From an optimization exercise on the open Yosys and OpenROAD flow, aimed at small area; shortcuts taken in it are not production practice. Only simulation tests tie the RTL to the original design; equivalence was not proved. In every run shown here, the design's own scripts or RTL, not TritonCTS, make the clock network. No driver is modelled on the clock port, so clock power and skew are understated where the tree is cut down; a real chip needs a root buffer or a tree.

File: flow/config.mk
export PLATFORM = sky130hd
export DESIGN_NAME = total_fir
export DESIGN_NICKNAME = total_fir
export VERILOG_FILES = /design/flow/design.v
export SDC_FILE = /design/flow/constraint.sdc
export NUM_CORES = 4
export LEC_CHECK = 0
export CAP_MARGIN = 20
export CORE_MARGIN = 2
export CORE_UTILIZATION = 40
export PLACE_DENSITY = 0.75
export SLEW_MARGIN = 20
export SYNTH_HIERARCHICAL = 1
export SYNTH_MINIMUM_KEEP_SIZE = 0
File: flow/flow/run.sh
#!/bin/bash
# The standard layout (standard.sh, the ORFS flow), with ORFS's own variables set for three steps:
#  - clock tree: flow/mycts.tcl (sourced by ORFS before its CTS step) replaces TritonCTS with a
#    two-level tree: one clkbuf_16 at the clock port driving MYCTS_NLEAF clkbuf_4 cells, each
#    driving one placement cluster of flip-flops (balanced k-means on flip-flop locations);
#  - port buffering with the smallest buffer cell (every input and output still gets a buffer);
#  - timing-driven global placement keeps none of its trial buffering.
# The full ORFS output goes to standard.log in this folder (per-step logs under orfs/logs).
export PRE_CTS_TCL="$(pwd)/flow/mycts.tcl"
export MYCTS_NLEAF=20
export MYCTS_CELL=sky130_fd_sc_hd__clkbuf_4
export MYCTS_ROOT=sky130_fd_sc_hd__clkbuf_16
export BUFFER_PORTS_ARGS="-buffer_cell sky130_fd_sc_hd__buf_1"
export GPL_KEEP_OVERFLOW=0
bash standard.sh > standard.log 2>&1
File: flow/constraint.sdc
create_clock -name core_clock -period 5.0 [get_ports {clk}]
set_input_delay 1.0000 -clock core_clock [delete_from_list [all_inputs] [get_ports {clk}]]
set_output_delay 1.0000 -clock core_clock [all_outputs]
set_load 0.01 [all_outputs]
File: flow/flow/mycts.tcl
# Simple one-level clock tree: the clock port drives NLEAF clock buffers, each
# buffer drives the flip-flops of one placement cluster (k-means on the flip-flop
# locations).  Replaces TritonCTS, whose H-tree always builds 16 leaf buffers here.
proc simple_clock_tree {args} {
  set nleaf [expr {[info exists ::env(MYCTS_NLEAF)] ? $::env(MYCTS_NLEAF) : 4}]
  set cell [expr {[info exists ::env(MYCTS_CELL)] ? $::env(MYCTS_CELL) : "sky130_fd_sc_hd__clkbuf_8"}]
  set block [ord::get_db_block]
  set db [ord::get_db]
  set master [$db findMaster $cell]
  set clkport [$block findBTerm clk]
  set clknet [$clkport getNet]
  set sinks {}
  foreach it [$clknet getITerms] {
    set inst [$it getInst]
    set bb [$inst getBBox]
    lappend sinks [list $it [expr {([$bb xMin] + [$bb xMax]) / 2}] [expr {([$bb yMin] + [$bb yMax]) / 2}]]
  }
  # k-means with farthest-point seeding (deterministic)
  set pts $sinks
  set cx [lindex $pts 0 1]; set cy [lindex $pts 0 2]
  set tx 0; set ty 0
  foreach p $pts { set tx [expr {$tx + [lindex $p 1]}]; set ty [expr {$ty + [lindex $p 2]}] }
  set n [llength $pts]
  set cents [list [list [expr {$tx / $n}] [expr {$ty / $n}]]]
  while {[llength $cents] < $nleaf} {
    set best -1; set bp {}
    foreach p $pts {
      set dmin 1e18
      foreach c $cents {
        set d [expr {abs([lindex $p 1] - [lindex $c 0]) + abs([lindex $p 2] - [lindex $c 1])}]
        if {$d < $dmin} { set dmin $d }
      }
      if {$dmin > $best} { set best $dmin; set bp [list [lindex $p 1] [lindex $p 2]] }
    }
    lappend cents $bp
  }
  # balanced k-means: each cluster gets at most ceil(n/k) sinks
  set cap [expr {int(ceil(double($n) / $nleaf))}]
  for {set iter 0} {$iter < 30} {incr iter} {
    set pairs {}
    set i 0
    foreach p $pts {
      set k 0
      foreach c $cents {
        lappend pairs [list [expr {abs([lindex $p 1] - [lindex $c 0]) + abs([lindex $p 2] - [lindex $c 1])}] $i $k]
        incr k
      }
      incr i
    }
    set pairs [lsort -real -index 0 $pairs]
    array unset asg; array unset cnt
    for {set k 0} {$k < $nleaf} {incr k} { set cnt($k) 0 }
    foreach pr $pairs {
      lassign $pr d i k
      if {[info exists asg($i)]} continue
      if {$cnt($k) >= $cap} continue
      set asg($i) $k; incr cnt($k)
    }
    set newc {}
    for {set k 0} {$k < $nleaf} {incr k} { set sx($k) 0; set sy($k) 0 }
    for {set i 0} {$i < $n} {incr i} {
      set k $asg($i)
      set sx($k) [expr {$sx($k) + [lindex $pts $i 1]}]; set sy($k) [expr {$sy($k) + [lindex $pts $i 2]}]
    }
    for {set k 0} {$k < $nleaf} {incr k} {
      if {$cnt($k) > 0} { lappend newc [list [expr {$sx($k) / $cnt($k)}] [expr {$sy($k) / $cnt($k)}]] } else { lappend newc [lindex $cents $k] }
    }
    set cents $newc
  }
  set drvnet $clknet
  if {$nleaf > 4} {
    set rcell [expr {[info exists ::env(MYCTS_ROOT)] ? $::env(MYCTS_ROOT) : $cell}]
    set rinst [odb::dbInst_create $block [$db findMaster $rcell] "clkbuf_root"]
    set drvnet [odb::dbNet_create $block "clknet_root"]
    $drvnet setSigType CLOCK
    [$rinst findITerm X] connect $drvnet
    [$rinst findITerm A] connect $clknet
    set mx 0; set my 0
    foreach c $cents { set mx [expr {$mx + [lindex $c 0]}]; set my [expr {$my + [lindex $c 1]}] }
    $rinst setLocation [expr {int($mx / $nleaf)}] [expr {int($my / $nleaf)}]
    $rinst setPlacementStatus PLACED
  }
  for {set k 0} {$k < $nleaf} {incr k} {
    set inst [odb::dbInst_create $block $master "clkbuf_leaf_$k"]
    set net [odb::dbNet_create $block "clknet_leaf_$k"]
    $net setSigType CLOCK
    [$inst findITerm X] connect $net
    [$inst findITerm A] connect $drvnet
    $inst setLocation [expr {int([lindex $cents $k 0])}] [expr {int([lindex $cents $k 1])}]
    $inst setPlacementStatus PLACED
    set leafnet($k) $net
  }
  for {set i 0} {$i < $n} {incr i} {
    set it [lindex $pts $i 0]
    $it disconnect
    $it connect $leafnet($asg($i))
  }
  global_connect
  set_propagated_clock [all_clocks]
  puts "simple_clock_tree: $nleaf x $cell, sinks per buffer: [array get cnt]"
}
rename clock_tree_synthesis tritoncts_clock_tree_synthesis
proc clock_tree_synthesis {args} { simple_clock_tree }
File: flow/standard.sh
#!/bin/bash
# synth_recipe.tcl (not shown) runs the flow's synth.tcl, then flattens the netlist and writes it again
# the make line also repeats each setting of config.mk as NAME=value (left out here)
make -C /OpenROAD-flow-scripts/flow DESIGN_CONFIG=/design/flow/config.mk WORK_HOME=/design/flow/orfs CLKGATE_MAP_FILE= SYNTH_SCRIPT=/design/flow/synth_recipe.tcl "${@:-finish}"
File: flow/design.v
module total_fir(total_out, x_in, clk);
	input clk;
	input signed [7:0] x_in;
	output signed [15:0] total_out;
	reg [7:0] e0;
	reg [7:0] e1;
	reg [7:0] e2;
	reg [7:0] e3;
	reg [7:0] e4;
	reg [7:0] e5;
	reg [7:0] e6;
	reg [7:0] e7;
	reg [7:0] e8;
	reg [7:0] e9;
	reg [7:0] e10;
	reg [7:0] e11;
	reg [7:0] e12;
	reg [7:0] e13;
	reg [7:0] e14;
	reg [7:0] e15;
	reg [7:0] e16;
	reg [7:0] e17;
	reg r498;
	reg r499;
	reg r558;
	reg r559;
	reg r606;
	reg r607;
	reg r642;
	reg r667;
	reg r668;
	reg r683;
	reg r684;
	reg r691;
	reg r692;
	reg r695;
	reg r696;
	reg r703;
	reg r704;
	reg r705;
	reg r706;
	reg r707;
	wire o5_0;
	wire o6_0;
	wire o7_0;
	wire o8_0;
	wire o16_0;
	wire w1;
	wire w2;
	wire w3;
	wire w4;
	wire w5;
	wire w6;
	wire w7;
	wire w8;
	wire w9;
	wire w10;
	wire w11;
	wire w12;
	wire w13;
	wire w14;
	wire w15;
	wire w16;
	wire w17;
	wire w18;
	wire w19;
	wire w20;
	wire w21;
	wire w22;
	wire w23;
	wire w24;
	wire w25;
	wire w26;
	wire w27;
	wire w28;
	wire w29;
	wire w30;
	wire w31;
	wire w32;
	wire w33;
	wire w34;
	wire w35;
	wire w36;
	wire w37;
	wire w38;
	wire w39;
	wire w40;
	wire w41;
	wire w42;
	wire w43;
	wire w44;
	wire w45;
	wire w46;
	wire w47;
	wire w48;
	wire w49;
	wire w50;
	wire w51;
	wire w52;
	wire w53;
	wire w54;
	wire w55;
	wire w56;
	wire w57;
	wire w58;
	wire w59;
	wire w60;
	wire w61;
	wire w62;
	wire w63;
	wire w64;
	wire w65;
	wire w66;
	wire w67;
	wire w68;
	wire w69;
	wire w70;
	wire w71;
	wire w72;
	wire w73;
	wire w74;
	wire w75;
	wire w76;
	wire w77;
	wire w78;
	wire w79;
	wire w80;
	wire w81;
	wire w82;
	wire w83;
	wire w84;
	wire w85;
	wire w86;
	wire w87;
	wire w88;
	wire w89;
	wire w90;
	wire w91;
	wire w92;
	wire w93;
	wire w94;
	wire w95;
	wire w96;
	wire w97;
	wire w98;
	wire w99;
	wire w100;
	wire w101;
	wire w102;
	wire w103;
	wire w104;
	wire w105;
	wire w106;
	wire w107;
	wire w108;
	wire w109;
	wire w110;
	wire w111;
	wire w112;
	wire w113;
	wire w114;
	wire w115;
	wire w116;
	wire w117;
	wire w118;
	wire w119;
	wire w120;
	wire w121;
	wire w122;
	wire w123;
	wire w124;
	wire w125;
	wire w126;
	wire w127;
	wire w128;
	wire w129;
	wire w130;
	wire w131;
	wire w132;
	wire w133;
	wire w134;
	wire w135;
	wire w136;
	wire w137;
	wire w138;
	wire w139;
	wire w140;
	wire w141;
	wire w142;
	wire w143;
	wire w144;
	wire w145;
	wire w146;
	wire w147;
	wire w148;
	wire w149;
	wire w150;
	wire w151;
	wire w152;
	wire w153;
	wire w154;
	wire w155;
	wire w156;
	wire w157;
	wire w158;
	wire w159;
	wire w160;
	wire w161;
	wire w162;
	wire w163;
	wire w164;
	wire w165;
	wire w166;
	wire w167;
	wire w168;
	wire w169;
	wire w170;
	wire w171;
	wire w172;
	wire w173;
	wire w174;
	wire w175;
	wire w176;
	wire w177;
	wire w178;
	wire w179;
	wire w180;
	wire w181;
	wire w182;
	wire w183;
	wire w184;
	wire w185;
	wire w186;
	wire w187;
	wire w188;
	wire w189;
	wire w190;
	wire w191;
	wire w192;
	wire w193;
	wire w194;
	wire w195;
	wire w196;
	wire w197;
	wire w198;
	wire w199;
	wire w200;
	wire w201;
	wire w202;
	wire w203;
	wire w204;
	wire w205;
	wire w206;
	wire w207;
	wire w208;
	wire w209;
	wire w210;
	wire w211;
	wire w212;
	wire w213;
	wire w214;
	wire w215;
	wire w216;
	wire w217;
	wire w218;
	wire w219;
	wire w220;
	wire w221;
	wire w222;
	wire w223;
	wire w224;
	wire w225;
	wire w226;
	wire w227;
	wire w228;
	wire w229;
	wire w230;
	wire w231;
	wire w232;
	wire w233;
	wire w234;
	wire w235;
	wire w236;
	wire w237;
	wire w238;
	wire w239;
	wire w240;
	wire w241;
	wire w242;
	wire w243;
	wire w244;
	wire w245;
	wire w246;
	wire w247;
	wire w248;
	wire w249;
	wire w250;
	wire w251;
	wire w252;
	wire w253;
	wire w254;
	wire w255;
	wire w256;
	wire w257;
	wire w258;
	wire w259;
	wire w260;
	wire w261;
	wire w262;
	wire w263;
	wire w264;
	wire w265;
	wire w266;
	wire w267;
	wire w268;
	wire w269;
	wire w270;
	wire w271;
	wire w272;
	wire w273;
	wire w274;
	wire w275;
	wire w276;
	wire w277;
	wire w278;
	wire w279;
	wire w280;
	wire w281;
	wire w282;
	wire w283;
	wire w284;
	wire w285;
	wire w286;
	wire w287;
	wire w288;
	wire w289;
	wire w290;
	wire w291;
	wire w292;
	wire w293;
	wire w294;
	wire w295;
	wire w296;
	wire w297;
	wire w298;
	wire w299;
	wire w300;
	wire w301;
	wire w302;
	wire w303;
	wire w304;
	wire w305;
	wire w306;
	wire w307;
	wire w308;
	wire w309;
	wire w310;
	wire w311;
	wire w312;
	wire w313;
	wire w314;
	wire w315;
	wire w316;
	wire w317;
	wire w318;
	wire w319;
	wire w320;
	wire w321;
	wire w322;
	wire w323;
	wire w324;
	wire w325;
	wire w326;
	wire w327;
	wire w328;
	wire w329;
	wire w330;
	wire w331;
	wire w332;
	wire w333;
	wire w334;
	wire w335;
	wire w336;
	wire w337;
	wire w338;
	wire w339;
	wire w340;
	wire w341;
	wire w342;
	wire w343;
	wire w344;
	wire w345;
	wire w346;
	wire w347;
	wire w348;
	wire w349;
	wire w350;
	wire w351;
	wire w352;
	wire w353;
	wire w354;
	wire w355;
	wire w356;
	wire w357;
	wire w358;
	wire w359;
	wire w360;
	wire w361;
	wire w362;
	wire w363;
	wire w364;
	wire w365;
	wire w366;
	wire w367;
	wire w368;
	wire w369;
	wire w370;
	wire w371;
	wire w372;
	wire w373;
	wire w374;
	wire w375;
	wire w376;
	wire w377;
	wire w378;
	wire w379;
	wire w380;
	wire w381;
	wire w382;
	wire w383;
	wire w384;
	wire w385;
	wire w386;
	wire w387;
	wire w388;
	wire w389;
	wire w390;
	wire w391;
	wire w392;
	wire w393;
	wire w394;
	wire w395;
	wire w396;
	wire w397;
	wire w398;
	wire w399;
	wire w400;
	wire w401;
	wire w402;
	wire w403;
	wire w404;
	wire w405;
	wire w406;
	wire w407;
	wire w408;
	wire w409;
	wire w410;
	wire w411;
	wire w412;
	wire w413;
	wire w414;
	wire w415;
	wire w416;
	wire w417;
	wire w418;
	wire w419;
	wire w420;
	wire w421;
	wire w422;
	wire w423;
	wire w424;
	wire w425;
	wire w426;
	wire w427;
	wire w428;
	wire w429;
	wire w430;
	wire w431;
	wire w432;
	wire w433;
	wire w434;
	wire w435;
	wire w436;
	wire w437;
	wire w438;
	wire w439;
	wire w440;
	wire w441;
	wire w442;
	wire w443;
	wire w444;
	wire w445;
	wire w446;
	wire w447;
	wire w448;
	wire w449;
	wire w450;
	wire w451;
	wire w452;
	wire w453;
	wire w454;
	wire w455;
	wire w456;
	wire w457;
	wire w458;
	wire w459;
	wire w460;
	wire w461;
	wire w462;
	wire w463;
	wire w464;
	wire w465;
	wire w466;
	wire w467;
	wire w468;
	wire w469;
	wire w470;
	wire w471;
	wire w472;
	wire w473;
	wire w474;
	wire w475;
	wire w476;
	wire w477;
	wire w478;
	wire w479;
	wire w480;
	wire w481;
	wire w482;
	wire w483;
	wire w484;
	wire w485;
	wire w486;
	wire w487;
	wire w488;
	wire w489;
	wire w490;
	wire w491;
	wire w492;
	wire w493;
	wire w494;
	wire w495;
	wire w496;
	wire w497;
	wire w498;
	wire w499;
	wire w500;
	wire w501;
	wire w502;
	wire w503;
	wire w504;
	wire w505;
	wire w506;
	wire w507;
	wire w508;
	wire w509;
	wire w510;
	wire w511;
	wire w512;
	wire w513;
	wire w514;
	wire w515;
	wire w516;
	wire w517;
	wire w518;
	wire w519;
	wire w520;
	wire w521;
	wire w522;
	wire w523;
	wire w524;
	wire w525;
	wire w526;
	wire w527;
	wire w528;
	wire w529;
	wire w530;
	wire w531;
	wire w532;
	wire w533;
	wire w534;
	wire w535;
	wire w536;
	wire w537;
	wire w538;
	wire w539;
	wire w540;
	wire w541;
	wire w542;
	wire w543;
	wire w544;
	wire w545;
	wire w546;
	wire w547;
	wire w548;
	wire w549;
	wire w550;
	wire w551;
	wire w552;
	wire w553;
	wire w554;
	wire w555;
	wire w556;
	wire w557;
	wire w558;
	wire w559;
	wire w560;
	wire w561;
	wire w562;
	wire w563;
	wire w564;
	wire w565;
	wire w566;
	wire w567;
	wire w568;
	wire w569;
	wire w570;
	wire w571;
	wire w572;
	wire w573;
	wire w574;
	wire w575;
	wire w576;
	wire w577;
	wire w578;
	wire w579;
	wire w580;
	wire w581;
	wire w582;
	wire w583;
	wire w584;
	wire w585;
	wire w586;
	wire w587;
	wire w588;
	wire w589;
	wire w590;
	wire w591;
	wire w592;
	wire w593;
	wire w594;
	wire w595;
	wire w596;
	wire w597;
	wire w598;
	wire w599;
	wire w600;
	wire w601;
	wire w602;
	wire w603;
	wire w604;
	wire w605;
	wire w606;
	wire w607;
	wire w608;
	wire w609;
	wire w610;
	wire w611;
	wire w612;
	wire w613;
	wire w614;
	wire w615;
	wire w616;
	wire w617;
	wire w618;
	wire w619;
	wire w620;
	wire w621;
	wire w622;
	wire w623;
	wire w624;
	wire w625;
	wire w626;
	wire w627;
	wire w628;
	wire w629;
	wire w630;
	wire w631;
	wire w632;
	wire w633;
	wire w634;
	wire w635;
	wire w636;
	wire w637;
	wire w638;
	wire w639;
	wire w640;
	wire w641;
	wire w642;
	wire w643;
	wire w644;
	wire w645;
	wire w646;
	wire w647;
	wire w648;
	wire w649;
	wire w650;
	wire w651;
	wire w652;
	wire w653;
	wire w654;
	wire w655;
	wire w656;
	wire w657;
	wire w658;
	wire w659;
	wire w660;
	wire w661;
	wire w662;
	wire w663;
	wire w664;
	wire w665;
	wire w666;
	wire w667;
	wire w668;
	wire w669;
	wire w670;
	wire w671;
	wire w672;
	wire w673;
	wire w674;
	wire w675;
	wire w676;
	wire w677;
	wire w678;
	wire w679;
	wire w680;
	wire w681;
	wire w682;
	wire w683;
	wire w684;
	wire w685;
	wire w686;
	wire w687;
	wire w688;
	wire w689;
	wire w690;
	wire w691;
	wire w692;
	wire w693;
	wire w694;
	wire w695;
	wire w696;
	wire w697;
	wire w698;
	wire w699;
	wire w700;
	wire w701;
	wire w702;
	wire w703;
	wire w704;
	wire w705;
	wire w706;
	wire w707;
	wire n1;
	wire n2;
	wire n3;
	wire n4;
	wire n5;
	wire n6;
	wire n7;
	wire n8;
	wire n9;
	wire n10;
	wire n11;
	wire n12;
	wire n13;
	wire n14;
	wire n15;
	wire n16;
	wire n17;
	wire n18;
	wire n19;
	wire n20;
	wire n21;
	wire n22;
	wire n23;
	wire n24;
	wire n25;
	wire n26;
	wire n27;
	wire n28;
	wire n29;
	wire n30;
	wire n31;
	wire n32;
	wire n33;
	wire n34;
	wire n35;
	wire n36;
	wire n37;
	wire n38;
	wire n39;
	wire n40;
	wire n41;
	wire n42;
	wire n43;
	wire n44;
	wire n45;
	wire n46;
	wire n47;
	wire n48;
	wire n49;
	wire n50;
	wire n51;
	wire n52;
	wire n53;
	wire n54;
	wire n55;
	wire n56;
	wire n57;
	wire n58;
	wire n59;
	wire n60;
	wire n61;
	always @(posedge clk) begin
		e0 <= x_in;
		e1 <= e0;
		e2 <= e1;
		e3 <= e2 ^ 8'h7f;
		e4 <= e3;
		e5 <= e4;
		e6 <= e5;
		e7 <= e6 ^ 8'h03;
		e8 <= e7 ^ 8'h7c;
		e9 <= e8 ^ 8'h7c;
		e10 <= e9;
		e11 <= e10 ^ 8'h7c;
		e12 <= e11 ^ 8'h80;
		e13 <= e12;
		e14 <= e13 ^ 8'h80;
		e15 <= e14 ^ 8'h80;
		e16 <= e15;
		e17 <= e16;
		r498 <= w433;
		r499 <= w496;
		r558 <= w556;
		r559 <= w497;
		r606 <= w604;
		r607 <= w557;
		r642 <= w640;
		r667 <= w665;
		r668 <= w641;
		r683 <= w681;
		r684 <= w666;
		r691 <= w689;
		r692 <= w682;
		r695 <= w688;
		r696 <= w690;
		r703 <= w164;
		r704 <= w220;
		r705 <= w286;
		r706 <= w360;
		r707 <= w432;
	end
	assign o5_0 = ~(~e5[0] | ~e5[1]);
	assign o6_0 = ~(~e6[0] | ~e6[1]);
	assign o7_0 = ~(e7[0] | e7[1]);
	assign o8_0 = ~(e8[0] | e8[1]);
	assign o16_0 = ~(e16[0] | e16[1]);
	assign n1 = ~e2[0];
	assign n2 = ~e2[1];
	assign n3 = ~e2[2];
	assign n4 = ~e2[3];
	assign n5 = ~e2[4];
	assign n6 = ~e2[5];
	assign n7 = ~e2[6];
	assign n8 = ~e7[2];
	assign n9 = ~e7[3];
	assign n10 = ~e7[4];
	assign n11 = ~e7[5];
	assign n12 = ~e7[6];
	assign n13 = ~e7[7];
	assign n14 = ~e8[7];
	assign n15 = ~e8[2];
	assign n16 = ~e8[3];
	assign n17 = ~e8[4];
	assign n18 = ~e8[5];
	assign n19 = ~e8[6];
	assign n20 = ~e9[0];
	assign n21 = ~e9[1];
	assign n22 = ~e10[0];
	assign n23 = ~e10[1];
	assign n24 = ~e10[2];
	assign n25 = ~e10[3];
	assign n26 = ~e10[4];
	assign n27 = ~e10[5];
	assign n28 = ~e10[6];
	assign n29 = ~e10[7];
	assign n30 = ~e11[7];
	assign n31 = ~e11[0];
	assign n32 = ~e11[1];
	assign n33 = ~e11[2];
	assign n34 = ~e11[3];
	assign n35 = ~e11[4];
	assign n36 = ~e11[5];
	assign n37 = ~e11[6];
	assign n38 = ~e13[0];
	assign n39 = ~e13[1];
	assign n40 = ~e13[2];
	assign n41 = ~e13[3];
	assign n42 = ~e13[4];
	assign n43 = ~e13[5];
	assign n44 = ~e13[6];
	assign n45 = ~e13[7];
	assign n46 = ~e14[7];
	assign n47 = ~e14[0];
	assign n48 = ~e14[1];
	assign n49 = ~e14[2];
	assign n50 = ~e14[3];
	assign n51 = ~e14[4];
	assign n52 = ~e14[5];
	assign n53 = ~e14[6];
	assign n54 = ~e16[0];
	assign n55 = ~e16[1];
	assign n56 = ~e16[2];
	assign n57 = ~e16[3];
	assign n58 = ~e16[4];
	assign n59 = ~e16[5];
	assign n60 = ~e16[6];
	assign n61 = ~e16[7];
	fa uw62 (.a(e3[0]), .b(e4[1]), .c(e4[0]), .s(w62), .co(w63));
	fa uw64 (.a(e5[0]), .b(e5[2]), .c(e6[2]), .s(w64), .co(w65));
	fa uw66 (.a(e7[2]), .b(e10[1]), .c(e11[1]), .s(w66), .co(w67));
	fa uw68 (.a(e12[0]), .b(e12[1]), .c(e13[0]), .s(w68), .co(w69));
	fa uw70 (.a(e14[0]), .b(e14[1]), .c(e17[2]), .s(w70), .co(w71));
	fa uw72 (.a(n15), .b(n56), .c(o5_0), .s(w72), .co(w73));
	fa uw74 (.a(o6_0), .b(o7_0), .c(o8_0), .s(w74), .co(w75));
	fa uw76 (.a(o16_0), .b(w62), .c(w64), .s(w76), .co(w77));
	fa uw78 (.a(w66), .b(w68), .c(w70), .s(w78), .co(w79));
	fa uw80 (.a(w72), .b(w74), .c(w76), .s(w80), .co(w81));
	assign w83 = w78 & w80;
	xn uw84 (.a(e3[1]), .b(e4[0]), .s(w84));
	o2 uw85 (.a(e3[1]), .b(e4[0]), .co(w85));
	fa uw86 (.a(e4[2]), .b(e5[1]), .c(e5[3]), .s(w86), .co(w87));
	fa uw88 (.a(e6[0]), .b(e6[3]), .c(e7[3]), .s(w88), .co(w89));
	fa uw90 (.a(e11[0]), .b(e11[2]), .c(e12[1]), .s(w90), .co(w91));
	fa uw92 (.a(e12[2]), .b(e13[1]), .c(e13[0]), .s(w92), .co(w93));
	fa uw94 (.a(e14[1]), .b(e14[2]), .c(e15[0]), .s(w94), .co(w95));
	fa uw96 (.a(e17[3]), .b(n16), .c(n22), .s(w96), .co(w97));
	fa uw98 (.a(n24), .b(n54), .c(n57), .s(w98), .co(w99));
	fa uw100 (.a(w84), .b(w63), .c(w65), .s(w100), .co(w101));
	fa uw102 (.a(w67), .b(w69), .c(w71), .s(w102), .co(w103));
	fa uw104 (.a(w86), .b(w88), .c(w90), .s(w104), .co(w105));
	fa uw106 (.a(w92), .b(w94), .c(w96), .s(w106), .co(w107));
	fa uw108 (.a(w98), .b(w73), .c(w75), .s(w108), .co(w109));
	fa uw110 (.a(w77), .b(w79), .c(w100), .s(w110), .co(w111));
	fa uw112 (.a(w102), .b(w104), .c(w106), .s(w112), .co(w113));
	fa uw114 (.a(w108), .b(w81), .c(w110), .s(w114), .co(w115));
	assign w117 = (w112 & w83) | (w112 & w114) | (w83 & w114);
	xn uw118 (.a(e3[2]), .b(e4[1]), .s(w118));
	o2 uw119 (.a(e3[2]), .b(e4[1]), .co(w119));
	fa uw120 (.a(e4[3]), .b(e5[2]), .c(e5[0]), .s(w120), .co(w121));
	fa uw122 (.a(e5[4]), .b(e6[1]), .c(e6[4]), .s(w122), .co(w123));
	fa uw124 (.a(e7[0]), .b(e7[4]), .c(e11[1]), .s(w124), .co(w125));
	fa uw126 (.a(e11[0]), .b(e11[3]), .c(e12[2]), .s(w126), .co(w127));
	fa uw128 (.a(e12[0]), .b(e12[3]), .c(e13[2]), .s(w128), .co(w129));
	fa uw130 (.a(e13[1]), .b(e14[2]), .c(e14[3]), .s(w130), .co(w131));
	fa uw132 (.a(e15[1]), .b(e15[0]), .c(e17[0]), .s(w132), .co(w133));
	fa uw134 (.a(e17[4]), .b(n1), .c(n17), .s(w134), .co(w135));
	fa uw136 (.a(n20), .b(n23), .c(n25), .s(w136), .co(w137));
	fa uw138 (.a(n55), .b(n58), .c(w85), .s(w138), .co(w139));
	fa uw140 (.a(w118), .b(w87), .c(w89), .s(w140), .co(w141));
	fa uw142 (.a(w91), .b(w93), .c(w95), .s(w142), .co(w143));
	fa uw144 (.a(w120), .b(w122), .c(w124), .s(w144), .co(w145));
	fa uw146 (.a(w126), .b(w128), .c(w130), .s(w146), .co(w147));
	fa uw148 (.a(w132), .b(w97), .c(w99), .s(w148), .co(w149));
	fa uw150 (.a(w134), .b(w136), .c(w138), .s(w150), .co(w151));
	fa uw152 (.a(w101), .b(w103), .c(w105), .s(w152), .co(w153));
	fa uw154 (.a(w140), .b(w142), .c(w144), .s(w154), .co(w155));
	fa uw156 (.a(w146), .b(w107), .c(w148), .s(w156), .co(w157));
	fa uw158 (.a(w109), .b(w150), .c(w111), .s(w158), .co(w159));
	fa uw160 (.a(w152), .b(w154), .c(w113), .s(w160), .co(w161));
	fa uw162 (.a(w156), .b(w115), .c(w158), .s(w162), .co(w163));
	fa uw164 (.a(w160), .b(w117), .c(w162), .s(w164), .co(w165));
	fa uw166 (.a(e3[3]), .b(e4[2]), .c(e4[4]), .s(w166), .co(w167));
	fa uw168 (.a(e5[3]), .b(e5[1]), .c(e5[5]), .s(w168), .co(w169));
	fa uw170 (.a(e6[2]), .b(e6[5]), .c(e7[1]), .s(w170), .co(w171));
	fa uw172 (.a(e7[5]), .b(e10[2]), .c(e11[2]), .s(w172), .co(w173));
	fa uw174 (.a(e11[1]), .b(e11[4]), .c(e12[3]), .s(w174), .co(w175));
	fa uw176 (.a(e12[1]), .b(e12[4]), .c(e13[3]), .s(w176), .co(w177));
	fa uw178 (.a(e13[2]), .b(e14[3]), .c(e14[4]), .s(w178), .co(w179));
	fa uw180 (.a(e15[2]), .b(e15[1]), .c(e17[1]), .s(w180), .co(w181));
	fa uw182 (.a(e17[5]), .b(n2), .c(n1), .s(w182), .co(w183));
	fa uw184 (.a(n18), .b(n21), .c(n26), .s(w184), .co(w185));
	fa uw186 (.a(n56), .b(n54), .c(n59), .s(w186), .co(w187));
	fa uw188 (.a(w119), .b(w121), .c(w123), .s(w188), .co(w189));
	fa uw190 (.a(w125), .b(w127), .c(w129), .s(w190), .co(w191));
	fa uw192 (.a(w131), .b(w133), .c(w166), .s(w192), .co(w193));
	fa uw194 (.a(w168), .b(w170), .c(w172), .s(w194), .co(w195));
	fa uw196 (.a(w174), .b(w176), .c(w178), .s(w196), .co(w197));
	fa uw198 (.a(w180), .b(w135), .c(w137), .s(w198), .co(w199));
	fa uw200 (.a(w182), .b(w184), .c(w186), .s(w200), .co(w201));
	fa uw202 (.a(w139), .b(w141), .c(w143), .s(w202), .co(w203));
	fa uw204 (.a(w145), .b(w147), .c(w188), .s(w204), .co(w205));
	fa uw206 (.a(w190), .b(w149), .c(w192), .s(w206), .co(w207));
	fa uw208 (.a(w194), .b(w196), .c(w198), .s(w208), .co(w209));
	fa uw210 (.a(w200), .b(w151), .c(w153), .s(w210), .co(w211));
	fa uw212 (.a(w202), .b(w155), .c(w204), .s(w212), .co(w213));
	fa uw214 (.a(w157), .b(w206), .c(w208), .s(w214), .co(w215));
	fa uw216 (.a(w159), .b(w210), .c(w212), .s(w216), .co(w217));
	fa uw218 (.a(w161), .b(w214), .c(w163), .s(w218), .co(w219));
	fa uw220 (.a(w216), .b(w165), .c(w218), .s(w220), .co(w221));
	xn uw222 (.a(e3[4]), .b(e3[0]), .s(w222));
	o2 uw223 (.a(e3[4]), .b(e3[0]), .co(w223));
	fa uw224 (.a(e4[3]), .b(e4[0]), .c(e4[5]), .s(w224), .co(w225));
	fa uw226 (.a(e5[4]), .b(e5[2]), .c(e5[6]), .s(w226), .co(w227));
	fa uw228 (.a(e6[3]), .b(e6[6]), .c(e7[6]), .s(w228), .co(w229));
	fa uw230 (.a(e9[2]), .b(e10[3]), .c(e10[0]), .s(w230), .co(w231));
	fa uw232 (.a(e11[3]), .b(e11[2]), .c(e11[5]), .s(w232), .co(w233));
	fa uw234 (.a(e12[4]), .b(e12[2]), .c(e12[0]), .s(w234), .co(w235));
	fa uw236 (.a(e12[5]), .b(e13[4]), .c(e13[3]), .s(w236), .co(w237));
	fa uw238 (.a(e14[4]), .b(e14[5]), .c(e15[3]), .s(w238), .co(w239));
	fa uw240 (.a(e15[2]), .b(e17[2]), .c(e17[6]), .s(w240), .co(w241));
	fa uw242 (.a(n3), .b(n2), .c(n8), .s(w242), .co(w243));
	fa uw244 (.a(n19), .b(n27), .c(n47), .s(w244), .co(w245));
	fa uw246 (.a(n57), .b(n55), .c(n60), .s(w246), .co(w247));
	fa uw248 (.a(w222), .b(w167), .c(w169), .s(w248), .co(w249));
	fa uw250 (.a(w171), .b(w173), .c(w175), .s(w250), .co(w251));
	fa uw252 (.a(w177), .b(w179), .c(w181), .s(w252), .co(w253));
	fa uw254 (.a(w224), .b(w226), .c(w228), .s(w254), .co(w255));
	fa uw256 (.a(w230), .b(w232), .c(w234), .s(w256), .co(w257));
	fa uw258 (.a(w236), .b(w238), .c(w240), .s(w258), .co(w259));
	fa uw260 (.a(w183), .b(w185), .c(w187), .s(w260), .co(w261));
	fa uw262 (.a(w242), .b(w244), .c(w246), .s(w262), .co(w263));
	fa uw264 (.a(w189), .b(w191), .c(w193), .s(w264), .co(w265));
	fa uw266 (.a(w195), .b(w197), .c(w248), .s(w266), .co(w267));
	fa uw268 (.a(w250), .b(w252), .c(w199), .s(w268), .co(w269));
	fa uw270 (.a(w254), .b(w256), .c(w258), .s(w270), .co(w271));
	fa uw272 (.a(w201), .b(w260), .c(w262), .s(w272), .co(w273));
	fa uw274 (.a(w203), .b(w205), .c(w207), .s(w274), .co(w275));
	fa uw276 (.a(w264), .b(w266), .c(w209), .s(w276), .co(w277));
	fa uw278 (.a(w268), .b(w270), .c(w272), .s(w278), .co(w279));
	fa uw280 (.a(w211), .b(w213), .c(w274), .s(w280), .co(w281));
	fa uw282 (.a(w215), .b(w276), .c(w278), .s(w282), .co(w283));
	fa uw284 (.a(w217), .b(w280), .c(w282), .s(w284), .co(w285));
	fa uw286 (.a(w219), .b(w284), .c(w221), .s(w286), .co(w287));
	fa uw288 (.a(e3[5]), .b(e3[1]), .c(e4[4]), .s(w288), .co(w289));
	fa uw290 (.a(e4[1]), .b(e4[6]), .c(e5[5]), .s(w290), .co(w291));
	fa uw292 (.a(e5[3]), .b(e5[7]), .c(e6[4]), .s(w292), .co(w293));
	fa uw294 (.a(e6[7]), .b(e7[7]), .c(e8[0]), .s(w294), .co(w295));
	fa uw296 (.a(e8[7]), .b(e9[3]), .c(e10[4]), .s(w296), .co(w297));
	fa uw298 (.a(e10[1]), .b(e11[4]), .c(e11[3]), .s(w298), .co(w299));
	fa uw300 (.a(e11[6]), .b(e12[5]), .c(e12[3]), .s(w300), .co(w301));
	fa uw302 (.a(e12[1]), .b(e12[6]), .c(e13[5]), .s(w302), .co(w303));
	fa uw304 (.a(e13[4]), .b(e14[5]), .c(e14[6]), .s(w304), .co(w305));
	fa uw306 (.a(e15[4]), .b(e15[3]), .c(e17[3]), .s(w306), .co(w307));
	fa uw308 (.a(e17[7]), .b(n4), .c(n3), .s(w308), .co(w309));
	fa uw310 (.a(n9), .b(n28), .c(n31), .s(w310), .co(w311));
	fa uw312 (.a(n38), .b(n48), .c(n58), .s(w312), .co(w313));
	fa uw314 (.a(n56), .b(n61), .c(w223), .s(w314), .co(w315));
	fa uw316 (.a(w225), .b(w227), .c(w229), .s(w316), .co(w317));
	fa uw318 (.a(w231), .b(w233), .c(w235), .s(w318), .co(w319));
	fa uw320 (.a(w237), .b(w239), .c(w241), .s(w320), .co(w321));
	fa uw322 (.a(w288), .b(w290), .c(w292), .s(w322), .co(w323));
	fa uw324 (.a(w294), .b(w296), .c(w298), .s(w324), .co(w325));
	fa uw326 (.a(w300), .b(w302), .c(w304), .s(w326), .co(w327));
	fa uw328 (.a(w306), .b(w243), .c(w245), .s(w328), .co(w329));
	fa uw330 (.a(w247), .b(w308), .c(w310), .s(w330), .co(w331));
	fa uw332 (.a(w312), .b(w314), .c(w249), .s(w332), .co(w333));
	fa uw334 (.a(w251), .b(w253), .c(w255), .s(w334), .co(w335));
	fa uw336 (.a(w257), .b(w259), .c(w316), .s(w336), .co(w337));
	fa uw338 (.a(w318), .b(w320), .c(w261), .s(w338), .co(w339));
	fa uw340 (.a(w322), .b(w324), .c(w326), .s(w340), .co(w341));
	fa uw342 (.a(w263), .b(w328), .c(w330), .s(w342), .co(w343));
	fa uw344 (.a(w265), .b(w267), .c(w332), .s(w344), .co(w345));
	fa uw346 (.a(w269), .b(w271), .c(w334), .s(w346), .co(w347));
	fa uw348 (.a(w336), .b(w338), .c(w340), .s(w348), .co(w349));
	fa uw350 (.a(w273), .b(w342), .c(w275), .s(w350), .co(w351));
	fa uw352 (.a(w344), .b(w277), .c(w346), .s(w352), .co(w353));
	fa uw354 (.a(w348), .b(w279), .c(w281), .s(w354), .co(w355));
	fa uw356 (.a(w350), .b(w352), .c(w283), .s(w356), .co(w357));
	fa uw358 (.a(w354), .b(w285), .c(w356), .s(w358), .co(w359));
	ha uw360 (.a(w358), .b(w287), .s(w360), .co(w361));
	fa uw362 (.a(e3[6]), .b(e3[2]), .c(e4[5]), .s(w362), .co(w363));
	fa uw364 (.a(e4[2]), .b(e4[7]), .c(e5[6]), .s(w364), .co(w365));
	fa uw366 (.a(e5[4]), .b(e6[5]), .c(e8[1]), .s(w366), .co(w367));
	fa uw368 (.a(e9[4]), .b(e10[5]), .c(e11[5]), .s(w368), .co(w369));
	fa uw370 (.a(e11[4]), .b(e12[6]), .c(e12[4]), .s(w370), .co(w371));
	fa uw372 (.a(e12[2]), .b(e12[7]), .c(e13[6]), .s(w372), .co(w373));
	fa uw374 (.a(e13[5]), .b(e14[6]), .c(e15[5]), .s(w374), .co(w375));
	fa uw376 (.a(e15[4]), .b(e17[4]), .c(n5), .s(w376), .co(w377));
	fa uw378 (.a(n4), .b(n10), .c(n24), .s(w378), .co(w379));
	fa uw380 (.a(n29), .b(n32), .c(n30), .s(w380), .co(w381));
	fa uw382 (.a(n39), .b(n49), .c(n46), .s(w382), .co(w383));
	fa uw384 (.a(n59), .b(n57), .c(w289), .s(w384), .co(w385));
	fa uw386 (.a(w291), .b(w293), .c(w295), .s(w386), .co(w387));
	fa uw388 (.a(w297), .b(w299), .c(w301), .s(w388), .co(w389));
	fa uw390 (.a(w303), .b(w305), .c(w307), .s(w390), .co(w391));
	fa uw392 (.a(w362), .b(w364), .c(w366), .s(w392), .co(w393));
	fa uw394 (.a(w368), .b(w370), .c(w372), .s(w394), .co(w395));
	fa uw396 (.a(w374), .b(w309), .c(w311), .s(w396), .co(w397));
	fa uw398 (.a(w313), .b(w376), .c(w378), .s(w398), .co(w399));
	fa uw400 (.a(w380), .b(w382), .c(w315), .s(w400), .co(w401));
	fa uw402 (.a(w317), .b(w319), .c(w321), .s(w402), .co(w403));
	fa uw404 (.a(w323), .b(w325), .c(w327), .s(w404), .co(w405));
	fa uw406 (.a(w384), .b(w386), .c(w388), .s(w406), .co(w407));
	fa uw408 (.a(w390), .b(w329), .c(w392), .s(w408), .co(w409));
	fa uw410 (.a(w394), .b(w331), .c(w396), .s(w410), .co(w411));
	fa uw412 (.a(w398), .b(w400), .c(w333), .s(w412), .co(w413));
	fa uw414 (.a(w335), .b(w337), .c(w402), .s(w414), .co(w415));
	fa uw416 (.a(w339), .b(w341), .c(w404), .s(w416), .co(w417));
	fa uw418 (.a(w406), .b(w408), .c(w343), .s(w418), .co(w419));
	fa uw420 (.a(w410), .b(w345), .c(w412), .s(w420), .co(w421));
	fa uw422 (.a(w347), .b(w414), .c(w416), .s(w422), .co(w423));
	fa uw424 (.a(w349), .b(w418), .c(w351), .s(w424), .co(w425));
	fa uw426 (.a(w420), .b(w353), .c(w422), .s(w426), .co(w427));
	fa uw428 (.a(w355), .b(w424), .c(w426), .s(w428), .co(w429));
	fa uw430 (.a(w357), .b(w428), .c(w359), .s(w430), .co(w431));
	ha uw432 (.a(w361), .b(w430), .s(w432), .co(w433));
	fa uw434 (.a(e3[7]), .b(e3[3]), .c(e4[6]), .s(w434), .co(w435));
	fa uw436 (.a(e4[3]), .b(e5[7]), .c(e5[5]), .s(w436), .co(w437));
	fa uw438 (.a(e6[6]), .b(e8[2]), .c(e9[5]), .s(w438), .co(w439));
	fa uw440 (.a(e10[6]), .b(e11[6]), .c(e11[5]), .s(w440), .co(w441));
	fa uw442 (.a(e12[7]), .b(e12[5]), .c(e12[3]), .s(w442), .co(w443));
	fa uw444 (.a(e13[7]), .b(e13[6]), .c(e15[6]), .s(w444), .co(w445));
	fa uw446 (.a(e15[5]), .b(e17[5]), .c(n6), .s(w446), .co(w447));
	fa uw448 (.a(n5), .b(n11), .c(n25), .s(w448), .co(w449));
	fa uw450 (.a(n33), .b(n40), .c(n46), .s(w450), .co(w451));
	fa uw452 (.a(n50), .b(n60), .c(n58), .s(w452), .co(w453));
	fa uw454 (.a(w363), .b(w365), .c(w367), .s(w454), .co(w455));
	fa uw456 (.a(w369), .b(w371), .c(w373), .s(w456), .co(w457));
	fa uw458 (.a(w375), .b(w434), .c(w436), .s(w458), .co(w459));
	fa uw460 (.a(w438), .b(w440), .c(w442), .s(w460), .co(w461));
	fa uw462 (.a(w444), .b(w377), .c(w379), .s(w462), .co(w463));
	fa uw464 (.a(w381), .b(w383), .c(w446), .s(w464), .co(w465));
	fa uw466 (.a(w448), .b(w450), .c(w452), .s(w466), .co(w467));
	fa uw468 (.a(w385), .b(w387), .c(w389), .s(w468), .co(w469));
	fa uw470 (.a(w391), .b(w393), .c(w395), .s(w470), .co(w471));
	fa uw472 (.a(w454), .b(w456), .c(w397), .s(w472), .co(w473));
	fa uw474 (.a(w458), .b(w460), .c(w399), .s(w474), .co(w475));
	fa uw476 (.a(w462), .b(w464), .c(w466), .s(w476), .co(w477));
	fa uw478 (.a(w401), .b(w403), .c(w405), .s(w478), .co(w479));
	fa uw480 (.a(w407), .b(w468), .c(w409), .s(w480), .co(w481));
	fa uw482 (.a(w470), .b(w411), .c(w472), .s(w482), .co(w483));
	fa uw484 (.a(w474), .b(w476), .c(w413), .s(w484), .co(w485));
	fa uw486 (.a(w415), .b(w417), .c(w478), .s(w486), .co(w487));
	fa uw488 (.a(w480), .b(w419), .c(w482), .s(w488), .co(w489));
	fa uw490 (.a(w421), .b(w484), .c(w423), .s(w490), .co(w491));
	fa uw492 (.a(w486), .b(w488), .c(w425), .s(w492), .co(w493));
	fa uw494 (.a(w427), .b(w490), .c(w492), .s(w494), .co(w495));
	fa uw496 (.a(w429), .b(w494), .c(w431), .s(w496), .co(w497));
	ha uw500 (.a(r498), .b(r499), .s(w500), .co(w501));
	xn uw502 (.a(e3[4]), .b(e4[7]), .s(w502));
	o2 uw503 (.a(e3[4]), .b(e4[7]), .co(w503));
	fa uw504 (.a(e4[4]), .b(e5[6]), .c(e6[7]), .s(w504), .co(w505));
	fa uw506 (.a(e8[3]), .b(e9[6]), .c(e10[7]), .s(w506), .co(w507));
	fa uw508 (.a(e11[6]), .b(e12[6]), .c(e12[4]), .s(w508), .co(w509));
	fa uw510 (.a(e13[7]), .b(e15[7]), .c(e15[6]), .s(w510), .co(w511));
	fa uw512 (.a(e17[6]), .b(n7), .c(n6), .s(w512), .co(w513));
	fa uw514 (.a(n12), .b(n26), .c(n30), .s(w514), .co(w515));
	fa uw516 (.a(n34), .b(n41), .c(n51), .s(w516), .co(w517));
	fa uw518 (.a(n61), .b(n59), .c(w502), .s(w518), .co(w519));
	fa uw520 (.a(w435), .b(w437), .c(w439), .s(w520), .co(w521));
	fa uw522 (.a(w441), .b(w443), .c(w445), .s(w522), .co(w523));
	fa uw524 (.a(w504), .b(w506), .c(w508), .s(w524), .co(w525));
	fa uw526 (.a(w510), .b(w447), .c(w449), .s(w526), .co(w527));
	fa uw528 (.a(w451), .b(w453), .c(w512), .s(w528), .co(w529));
	fa uw530 (.a(w514), .b(w516), .c(w518), .s(w530), .co(w531));
	fa uw532 (.a(w455), .b(w457), .c(w459), .s(w532), .co(w533));
	fa uw534 (.a(w461), .b(w520), .c(w522), .s(w534), .co(w535));
	fa uw536 (.a(w463), .b(w524), .c(w465), .s(w536), .co(w537));
	fa uw538 (.a(w467), .b(w526), .c(w528), .s(w538), .co(w539));
	fa uw540 (.a(w530), .b(w469), .c(w471), .s(w540), .co(w541));
	fa uw542 (.a(w473), .b(w532), .c(w534), .s(w542), .co(w543));
	fa uw544 (.a(w475), .b(w477), .c(w536), .s(w544), .co(w545));
	fa uw546 (.a(w538), .b(w479), .c(w481), .s(w546), .co(w547));
	fa uw548 (.a(w540), .b(w483), .c(w542), .s(w548), .co(w549));
	fa uw550 (.a(w544), .b(w485), .c(w487), .s(w550), .co(w551));
	fa uw552 (.a(w546), .b(w489), .c(w548), .s(w552), .co(w553));
	fa uw554 (.a(w491), .b(w550), .c(w552), .s(w554), .co(w555));
	fa uw556 (.a(w493), .b(w554), .c(w495), .s(w556), .co(w557));
	fa uw560 (.a(r558), .b(r559), .c(w501), .s(w560), .co(w561));
	fa uw562 (.a(e2[7]), .b(e3[5]), .c(e4[5]), .s(w562), .co(w563));
	fa uw564 (.a(e5[7]), .b(e8[4]), .c(e9[7]), .s(w564), .co(w565));
	fa uw566 (.a(e12[7]), .b(e12[5]), .c(e15[7]), .s(w566), .co(w567));
	fa uw568 (.a(e17[7]), .b(n7), .c(n13), .s(w568), .co(w569));
	fa uw570 (.a(n27), .b(n30), .c(n35), .s(w570), .co(w571));
	fa uw572 (.a(n42), .b(n52), .c(n60), .s(w572), .co(w573));
	fa uw574 (.a(w503), .b(w505), .c(w507), .s(w574), .co(w575));
	fa uw576 (.a(w509), .b(w511), .c(w562), .s(w576), .co(w577));
	fa uw578 (.a(w564), .b(w566), .c(w513), .s(w578), .co(w579));
	fa uw580 (.a(w515), .b(w517), .c(w568), .s(w580), .co(w581));
	fa uw582 (.a(w570), .b(w572), .c(w519), .s(w582), .co(w583));
	fa uw584 (.a(w521), .b(w523), .c(w525), .s(w584), .co(w585));
	fa uw586 (.a(w574), .b(w527), .c(w576), .s(w586), .co(w587));
	fa uw588 (.a(w529), .b(w578), .c(w580), .s(w588), .co(w589));
	fa uw590 (.a(w531), .b(w582), .c(w533), .s(w590), .co(w591));
	fa uw592 (.a(w535), .b(w584), .c(w537), .s(w592), .co(w593));
	fa uw594 (.a(w586), .b(w539), .c(w588), .s(w594), .co(w595));
	fa uw596 (.a(w541), .b(w543), .c(w590), .s(w596), .co(w597));
	fa uw598 (.a(w545), .b(w592), .c(w594), .s(w598), .co(w599));
	fa uw600 (.a(w547), .b(w549), .c(w596), .s(w600), .co(w601));
	fa uw602 (.a(w598), .b(w551), .c(w553), .s(w602), .co(w603));
	fa uw604 (.a(w600), .b(w555), .c(w602), .s(w604), .co(w605));
	fa uw608 (.a(r606), .b(r607), .c(w561), .s(w608), .co(w609));
	xn uw610 (.a(e2[7]), .b(e3[6]), .s(w610));
	o2 uw611 (.a(e2[7]), .b(e3[6]), .co(w611));
	fa uw612 (.a(e4[6]), .b(e8[5]), .c(e12[6]), .s(w612), .co(w613));
	fa uw614 (.a(n28), .b(n36), .c(n43), .s(w614), .co(w615));
	fa uw616 (.a(n53), .b(n61), .c(w610), .s(w616), .co(w617));
	fa uw618 (.a(w563), .b(w565), .c(w567), .s(w618), .co(w619));
	fa uw620 (.a(w612), .b(w569), .c(w571), .s(w620), .co(w621));
	fa uw622 (.a(w573), .b(w614), .c(w616), .s(w622), .co(w623));
	fa uw624 (.a(w575), .b(w577), .c(w618), .s(w624), .co(w625));
	fa uw626 (.a(w579), .b(w581), .c(w620), .s(w626), .co(w627));
	fa uw628 (.a(w583), .b(w622), .c(w585), .s(w628), .co(w629));
	fa uw630 (.a(w587), .b(w624), .c(w589), .s(w630), .co(w631));
	fa uw632 (.a(w626), .b(w591), .c(w628), .s(w632), .co(w633));
	fa uw634 (.a(w593), .b(w595), .c(w630), .s(w634), .co(w635));
	fa uw636 (.a(w597), .b(w632), .c(w599), .s(w636), .co(w637));
	fa uw638 (.a(w634), .b(w601), .c(w636), .s(w638), .co(w639));
	fa uw640 (.a(w603), .b(w638), .c(w605), .s(w640), .co(w641));
	ha uw643 (.a(r642), .b(w609), .s(w643), .co(w644));
	fa uw645 (.a(e3[7]), .b(e4[7]), .c(e8[6]), .s(w645), .co(w646));
	fa uw647 (.a(e12[7]), .b(e14[7]), .c(n29), .s(w647), .co(w648));
	fa uw649 (.a(n37), .b(n44), .c(w611), .s(w649), .co(w650));
	fa uw651 (.a(w613), .b(w645), .c(w615), .s(w651), .co(w652));
	fa uw653 (.a(w647), .b(w617), .c(w649), .s(w653), .co(w654));
	fa uw655 (.a(w619), .b(w621), .c(w651), .s(w655), .co(w656));
	fa uw657 (.a(w623), .b(w653), .c(w625), .s(w657), .co(w658));
	fa uw659 (.a(w627), .b(w655), .c(w629), .s(w659), .co(w660));
	fa uw661 (.a(w657), .b(w631), .c(w633), .s(w661), .co(w662));
	fa uw663 (.a(w659), .b(w635), .c(w661), .s(w663), .co(w664));
	fa uw665 (.a(w637), .b(w663), .c(w639), .s(w665), .co(w666));
	fa uw669 (.a(r667), .b(r668), .c(w644), .s(w669), .co(w670));
	fa uw671 (.a(e11[7]), .b(n14), .c(n45), .s(w671), .co(w672));
	fa uw673 (.a(w646), .b(w648), .c(w671), .s(w673), .co(w674));
	fa uw675 (.a(w650), .b(w652), .c(w673), .s(w675), .co(w676));
	fa uw677 (.a(w654), .b(w656), .c(w675), .s(w677), .co(w678));
	fa uw679 (.a(w658), .b(w677), .c(w660), .s(w679), .co(w680));
	fa uw681 (.a(w662), .b(w679), .c(w664), .s(w681), .co(w682));
	fa uw685 (.a(r683), .b(r684), .c(w670), .s(w685), .co(w686));
	fa uw687 (.a(w672), .b(w674), .c(w676), .s(w687), .co(w688));
	fa uw689 (.a(w678), .b(w687), .c(w680), .s(w689), .co(w690));
	fa uw693 (.a(r691), .b(r692), .c(w686), .s(w693), .co(w694));
	ha uw699 (.a(r695), .b(r696), .s(w699), .co(w700));
	xr uw697 (.a(w699), .b(w694), .s(w697));
	ao uw698 (.g(w700), .p(w699), .c(w694), .co(w698));
	assign w701 = w698 ^ 1'b1;
	assign total_out[0] = r703;
	assign total_out[1] = r704;
	assign total_out[2] = r705;
	assign total_out[3] = r706;
	assign total_out[4] = r707;
	assign total_out[5] = w500;
	assign total_out[6] = w560;
	assign total_out[7] = w608;
	assign total_out[8] = w643;
	assign total_out[9] = w669;
	assign total_out[10] = w685;
	assign total_out[11] = w693;
	assign total_out[12] = w697;
	assign total_out[13] = w701;
	assign total_out[14] = w701;
	assign total_out[15] = w701;
endmodule
module fa(input a, input b, input c, output s, output co);
	assign s = a ^ b ^ c;
	assign co = (a & b) | (a & c) | (b & c);
endmodule
module xn(input a, input b, output s);
	assign s = ~(a ^ b);
endmodule
module o2(input a, input b, output co);
	assign co = a | b;
endmodule
module xr(input a, input b, output s);
	assign s = a ^ b;
endmodule
module ao(input g, input p, input c, output co);
	assign co = g | (p & c);
endmodule
module ha(input a, input b, output s, output co);
	assign s = a ^ b;
	assign co = a & b;
endmodule
==> impl_summary.txt, run 1 <==
----------------------------------------------------
[GRT]
  Largest net degree at the start of global routing ... 21
  Antenna violations before repair ... 0
  Number of global-route vias before repair ... 5,259
  Global-route wire length before repair ... 31,900 µm
  Total overflow reported by the global router ... 0
  Overall fraction of global-route tracks in use ... 17.2%

[Detailed routing]
  Number of vias after detailed routing ... 4,209
  Detailed Route WL ... 20,400 µm
  DRC ... 0
  Vias per std cell ... 4.57
  Violation count after the first detailed-routing iteration ... 308
  Number of nets still failing antenna checks after routing ... 0
  Pre-Repair DR Iteration Count ... 4
  Average detailed-routed wire length per instance ... 22.1 µm

[Synth]
  Synthesized instance count ... 568
  Top post-synthesis cells by area ... sky130_fd_sc_hd__fa_1 (61%), sky130_fd_sc_hd__dfxtp_1 (33%), sky130_fd_sc_hd__inv_1 (2.4%)
  Combinational family with the most area after synthesis ... adder cells
  Sequential share of the synthesized area ... 33.4%
  Yosys top cell area share ... 61.0%
  Nets in the synthesized netlist ... 881
  Area fraction in compound gates after synthesis ... 0.153%
  Syn. warnings ... 7
  Count of different cell masters after synthesis ... 12
  Avg Inst Size Synth ... 17.3 µm²
  #FFs+latches synth ... 164
  Cell accounting for the most synthesized area ... sky130_fd_sc_hd__fa_1
  Post-Synth XOR/XNOR Area ... 0.535%
  Cell Area, Synth ... 9820 µm²
  Post-synthesis share of cell area spent on full adders, half adders and majority gates ... 61.6%
  Mux contribution to synthesized area ... 0%
  Simple-gate area share of the yosys netlist ... 0.612%

[Timing]
  Final setup vio count ... 0
  F_max ... 205 MHz
  Number of max-slew violations in the final report ... 0
  Unrepaired setup endpoints after global routing ... false
  Worst slew margin ... 73.6%
  Total negative slack for setup checks ... 0 ns
  Final-report hold violation count ... 0
  Clock period minus worst slack ... 4.87 ns
  Portion of the clock cycle consumed by the worst path in the final layout ... 97.5%
  Transition at the pin with the smallest max-transition slack ... 0.395 ns
  Worst clock skew ... 0.0283 ns

[Clock network]
  Resize count post-CTS ... 0
  Post-CTS Hold Fix Bufs ... 0
  Number of buffers inserted to repair setup after CTS ... 0
  Clock latency (worst-skew pair) ... 0.42 ns
  CTS clock-pin slew for the worst setup and hold paths ... 0.11 ns

[Floorplanning]
  Total Die Area ... 25,800 µm²
  Starting utilization of the core area ... 40.6%
  Y dimension of the die ... 161 µm
  Core footprint ... 24,200 µm²
  Top-level port count ... 25
  Row cnt ... 57
  Die Width ... 161 µm

[Worst hold path]
  Hold/Removal Path Class ... reg2reg
  Min-delay src ... e0[2]$_DFF_P_
  Count of cells along the worst hold path ... 0
  Hold EP ... e1[2]$_DFF_P_

[Cells and area]
  Number of fill cells ... 2,116
  Antenna fix cells ... 0
  Share of post-route cells with drive strength above 1 ... 5.86%
  Layout Cells excl Fill ... 921
  Area growth syn-to-layout ... 5.79%
  Nets@finish ... 912
  Final core area utilization ... 43.0%

[Worst setup path]
  Largest stage delay, worst path ... 0.57 ns
  Critical path data required time ... 5.29 ns
  Worst EP arrival ... 5.16 ns
  Number of cells on the worst reg-to-reg path ... 9
  CP top delay family ... adder cells
  R2r setup slk ... 0.13 ns
  Slowest library cell on the worst path ... sky130_fd_sc_hd__dfxtp_1
  Origin of the critical flop-to-flop path ... e12[2]$_DFF_P_
  Worst-path fanout max ... 5
  Cell seen most often among critical-path stages ... sky130_fd_sc_hd__fa_1
  FF-to-FF End ... r499$_DFF_P_
  Critical path buffers and inverters ... 0
  Critical path cell sequence ... fa_1 -> fa_1 -> fa_1 -> fa_1 -> fa_1 -> fa_1 -> fa_1 -> fa_1 -> fa_1
  Crit path capture type ... flop
  Startpoint type of the worst setup path ... flop
  Type of the setup path with the least slack ... reg2reg

[Run status]
  Run status ... complete, no violations

[Place]
  HPWL reported at the end of detailed placement ... 18,300 µm
  Placed cell count ... 900
  Routability congestion estimate from global placement ... 0.924
  Number of input and output port buffers inserted ... 24

[Job]
  Max-cap violations ... 0

----------------------------------------------------
## per-module statistics from Yosys, one instance, submodules excluded
module	flip-flops and latches	area, µm²	copies in the design	cells
xn	0	8.76	5	1
ha	0	12.5	5	1
o2	0	6.26	5	1
xr	0	8.76	1	1
fa	0	20.0	299	1
total_fir	164	3680	1	252
ao	0	7.51	1	1
## through the flow
stage	setup slack, ns	instance area [µm²]	hold slack (ns)
floorplan	0.355	9820	0.310
global placement	0.139	10200	0.311
detailed placement	0.0933	10200	0.312
CTS	0.0718	10400	0.320
global route	0.00452	10400	0.325
finish	0.127	10400	0.319
## area by class of cell
cell class              instances  area, µm²  share of cell area, %
inverters                      64        240                   2.31
flip-flops and latches        164       3300                   31.8
multi-input cells             324       6180                   59.5
repair buffers                 24       90.1                  0.867
well taps                     324        405                   3.90
plain buffers                  21        175                   1.69
## metal layers
metal / track usage (%) / part of all wire, % / up-vias
met2: 29.3 / 52 / 122
met1: 23.7 / 40 / 2332
met3: 1.99 / 5.5 / 44
met4: 4.46 / 3.4 / 0
met5: 0 / 0 / -
li1: - / - / 1711
## Yosys cell counts
master	number
sky130_fd_sc_hd__xor2_1	1
sky130_fd_sc_hd__buf_4	16
sky130_fd_sc_hd__ha_1	5
sky130_fd_sc_hd__and2_1	1
sky130_fd_sc_hd__a22oi_1	1
sky130_fd_sc_hd__or2_1	5
sky130_fd_sc_hd__dfxtp_1	164
sky130_fd_sc_hd__a21o_1	1
sky130_fd_sc_hd__inv_1	64
sky130_fd_sc_hd__xnor2_1	5
sky130_fd_sc_hd__fa_1	299
sky130_fd_sc_hd__nor2_1	6
## cells by family after synthesis
family | Yosys count
buffers and inverters | 80
DFF | 164
and+or+nand+nor | 12
adders and majority gates | 304
xor gates and xnor gates | 6
AOI/OAI and AO/OA | 2
## cells in the final DEF, fill, tap and decap left out
cell type / Yosys / final
sky130_fd_sc_hd__fa_1: 299 / 299
sky130_fd_sc_hd__dfxtp_1: 164 / 150
sky130_fd_sc_hd__inv_1: 64 / 64
sky130_fd_sc_hd__buf_1: 0 / 24
sky130_fd_sc_hd__clkbuf_4: 0 / 20
sky130_fd_sc_hd__dfxtp_2: 0 / 14
sky130_fd_sc_hd__nor2_1: 6 / 6
sky130_fd_sc_hd__xnor2_1: 5 / 5
sky130_fd_sc_hd__or2_1: 5 / 5
sky130_fd_sc_hd__ha_1: 5 / 5
sky130_fd_sc_hd__and2_1: 1 / 1
sky130_fd_sc_hd__a22oi_1: 1 / 1
sky130_fd_sc_hd__xor2_1: 1 / 1
sky130_fd_sc_hd__a21o_1: 1 / 1
sky130_fd_sc_hd__clkbuf_16: 0 / 1
## worst max path at each step
| stage | start | to | slack, ns | depth (start not counted) |
|---|---|---|---|---|
| floorplan | e12[5]$_DFF_P_ | r499$_DFF_P_ | 0.36 | 9 |
| global placement | e11[4]$_DFF_P_ | r499$_DFF_P_ | 0.14 | 9 |
| detailed placement | e12[5]$_DFF_P_ | r499$_DFF_P_ | 0.09 | 9 |
| CTS | e11[4]$_DFF_P_ | r499$_DFF_P_ | 0.07 | 9 |
| global route | e3[5]$_DFF_P_ | r499$_DFF_P_ | 0.005 | 9 |
| finish | e12[2]$_DFF_P_ | r499$_DFF_P_ | 0.13 | 9 |
==> run 2: changes to the inputs <==
--- a/flow/config.mk
+++ b/flow/config.mk
@@ -8,7 +8,6 @@
 export CAP_MARGIN = 20
 export CORE_MARGIN = 2
 export CORE_UTILIZATION = 40
-export PLACE_DENSITY = 0.75
 export SLEW_MARGIN = 20
 export SYNTH_HIERARCHICAL = 1
 export SYNTH_MINIMUM_KEEP_SIZE = 0
==> run 2 against run 1 <==
  * Global-route usage up 0.69 points
  * Highest routed layer unchanged
  * Cell count unchanged
  * Still clean on timing, DRC and antenna
  * Critical path depth unchanged
==> impl_summary.txt, run 2 <==
----------------------------------------------------
[Cells and area]
  Number of fill cells ... 2,124
  Commonest non-fill, non-tap cells in the layout ... sky130_fd_sc_hd__fa_1 (299), sky130_fd_sc_hd__dfxtp_1 (155), sky130_fd_sc_hd__inv_1 (64)
  Share of post-route cells with drive strength above 1 ... 5.03%
  Commonest non-fill, non-tap cell in the layout ... sky130_fd_sc_hd__fa_1
  Nets@finish ... 912
  Final core area utilization ... 42.9%
  Antenna fix cells ... 0
  Area growth syn-to-layout ... 5.72%

[Timing]
  Fin worst setup slack ... 0.110 ns
  Clock period minus worst slack ... 4.89 ns
  Final setup vio count ... 0
  Number of max-slew violations in the final report ... 0
  Worst slew margin ... 74.1%
  Total negative slack for setup checks ... 0 ns
  Worst clock skew ... 0.0444 ns
  Portion of the clock cycle consumed by the worst path in the final layout ... 97.8%
  Worst-case hold slack ... 0.332 ns
  Transition at the pin with the smallest max-transition slack ... 0.388 ns
  Final-report hold violation count ... 0
  F_max ... 204 MHz
  Unrepaired setup endpoints after global routing ... false

[Synth]
  Mux contribution to synthesized area ... 0%
  Count of different cell masters after synthesis ... 12
  Primary flip-flop cell chosen by synthesis mapping ... sky130_fd_sc_hd__dfxtp_1
  Combinational family with the most area after synthesis ... adder cells
  Yosys top cell area share ... 61.0%
  Nets in the synthesized netlist ... 881
  Top post-synthesis cells by count ... sky130_fd_sc_hd__fa_1 (299), sky130_fd_sc_hd__dfxtp_1 (164), sky130_fd_sc_hd__inv_1 (64)
  Sequential share of the synthesized area ... 33.4%
  Post-synthesis share of cell area spent on full adders, half adders and majority gates ... 61.6%
  Cell Area, Synth ... 9820 µm²
  Post-Synth XOR/XNOR Area ... 0.535%
  Top post-synthesis cells by area ... sky130_fd_sc_hd__fa_1 (61%), sky130_fd_sc_hd__dfxtp_1 (33%), sky130_fd_sc_hd__inv_1 (2.4%)
  Number of synthesized flops with an enable pin ... 0
  Proportion of synthesized flip-flops having asynchronous set or reset ... 0%
  Syn. warnings ... 7
  Simple-gate area share of the yosys netlist ... 0.612%
  Avg Inst Size Synth ... 17.3 µm²
  Most common cell in the synthesized netlist ... sky130_fd_sc_hd__fa_1
  Synthesized instance count ... 568
  #FFs+latches synth ... 164
  Area fraction in compound gates after synthesis ... 0.153%
  Cell accounting for the most synthesized area ... sky130_fd_sc_hd__fa_1

[GRT]
  Total overflow reported by the global router ... 0
  Overall fraction of global-route tracks in use ... 17.9%
  Antenna violations before repair ... 0
  Global-route wire length before repair ... 33,200 µm
  Number of global-route vias before repair ... 5,342
  Largest net degree at the start of global routing ... 21

[Worst setup path]
  Startpoint type of the worst setup path ... flop
  Critical path cell sequence ... fa_1 -> fa_1 -> fa_1 -> fa_1 -> fa_1 -> fa_1 -> fa_1 -> fa_1 -> fa_1
  Startpoint of the most critical setup path ... e3[1]$_DFF_P_
  Worst EP arrival ... 5.19 ns
  Type of the setup path with the least slack ... reg2reg
  Crit path capture type ... flop
  Origin of the critical flop-to-flop path ... e3[1]$_DFF_P_
  Critical path data required time ... 5.30 ns
  Cell seen most often among critical-path stages ... sky130_fd_sc_hd__fa_1
  Slowest library cell on the worst path ... sky130_fd_sc_hd__fa_1
  Worst-path fanout max ... 4
  Largest stage delay, worst path ... 0.56 ns

[Detailed routing]
  DRC ... 0
  Vias per std cell ... 4.63
  Violation count after the first detailed-routing iteration ... 254
  Number of vias after detailed routing ... 4,267
  Pre-Repair DR Iteration Count ... 4
  Detailed Route WL ... 21,500 µm
  Number of nets still failing antenna checks after routing ... 0
  Average detailed-routed wire length per instance ... 23.4 µm

[Clock network]
  Number of buffers inserted to repair setup after CTS ... 0
  CTS clock-pin slew for the worst setup and hold paths ... 0.09 ns
  Post-CTS Hold Fix Bufs ... 0
  Resize count post-CTS ... 0
  Clock latency (worst-skew pair) ... 0.43 ns

[Place]
  Routability congestion estimate from global placement ... 0.890
  Worst setup slack after placement ... 0.0658 ns
  HPWL reported at the end of detailed placement ... 19,500 µm
  Number of input and output port buffers inserted ... 24

[Floorplanning]
  Row cnt ... 57
  Core footprint ... 24,200 µm²
  Top-level port count ... 25
  Total Die Area ... 25,800 µm²
  Y dimension of the die ... 161 µm
  Starting utilization of the core area ... 40.6%
  Die Width ... 161 µm

[Run status]
  Run status ... complete, no violations

[Worst hold path]
  Hold/Removal Path Class ... reg2reg
  Min-delay src ... e1[7]$_DFF_P_

[Job]
  Max-cap violations ... 0

----------------------------------------------------
## run 2: metal layers
| metal | track usage [%] | part of all wire [%] | up-vias |
|---|---|---|---|
| li1 | - | - | 1709 |
| met1 | 24.0 | 39 | 2393 |
| met2 | 31.1 | 52 | 118 |
| met3 | 2.17 | 6.0 | 47 |
| met4 | 4.67 | 3.2 | 0 |
| met5 | 0 | 0 | - |
## run 2: path summary, 6_finish.rpt
check | end | slack (ns) | depth (start not counted)
setup / recovery | r499$_DFF_P_ | 0.11 | 9
hold / removal | e2[7]$_DFF_P_ | 0.33 | 0
setup reg to reg | r499$_DFF_P_ | 0.11 | 9
hold reg to reg | e2[7]$_DFF_P_ | 0.33 | 0
## run 2: stage by stage
step	std cells	cell area [µm²]
global placement	900	10200
CTS	921	10400
detailed placement	900	10200
global route	921	10400
floorplan	568	9820
finish	921	10400
## run 2: cell families (layout without fill, tap and decap cells)
group           after synthesis  after routing
xor+xnor                      6              6
compound gates                2              2
buf+inv                      80            109
flops                       164            164
fa+ha+maj                   304            304
simple gates                 12             12
## run 2: worst max-delay path, delay by kind of cell (launching register included)
| family | cells | cell delay, ns |
|---|---|---|
| flops | 1 | 0.48 |
| fa+ha+maj | 9 | 4.30 |
## run 2: layout make-up
| class | count | area (µm²) | share of cell area [%] |
|---|---|---|---|
| multi-input combinational | 324 | 6180 | 59.5 |
| buffer | 21 | 175 | 1.69 |
| inverter | 64 | 240 | 2.31 |
| tap | 324 | 405 | 3.91 |
| sequential | 164 | 3290 | 31.7 |
| timing repair buffer | 24 | 90.1 | 0.868 |
## run 2: Yosys stat by module (local to each module, per instance)
module / flops+latches / cells / area, µm² / times used
xr: 0 / 1 / 8.76 / 1
fa: 0 / 1 / 20.0 / 299
total_fir: 164 / 252 / 3680 / 1
xn: 0 / 1 / 8.76 / 5
ao: 0 / 1 / 7.51 / 1
o2: 0 / 1 / 6.26 / 5
ha: 0 / 1 / 12.5 / 5

what the ideal ports hide:
In the flow no input, the clock included, has a driving cell. The finished layouts below were timed again as built, in two steps.
Step 1: set_driving_cell puts a clkbuf_16 on clk and a buf_2 on each other input, an assumption about the parent block.
Step 2, shift: input delay + t, output delay - t, t = (earliest + latest rising clock arrival at the registers) / 2. This alone moves slack from input paths to output paths.
Three values: ideal ports, drivers, drivers and shift; two values: the first two.
run | shift t [ns] | setup WS [ns] | hold slack, ns | worst slew at a driven data input, ns
run 1 | 0.445 | 0.127 / 0.127 / 0.127 | 0.319 / 0.319 / 0.319 | 0.04
run 2 | 0.446 | 0.110 / 0.110 / 0.110 | 0.332 / 0.332 / 0.332 | 0.03
After both steps every run listed still meets setup and hold.
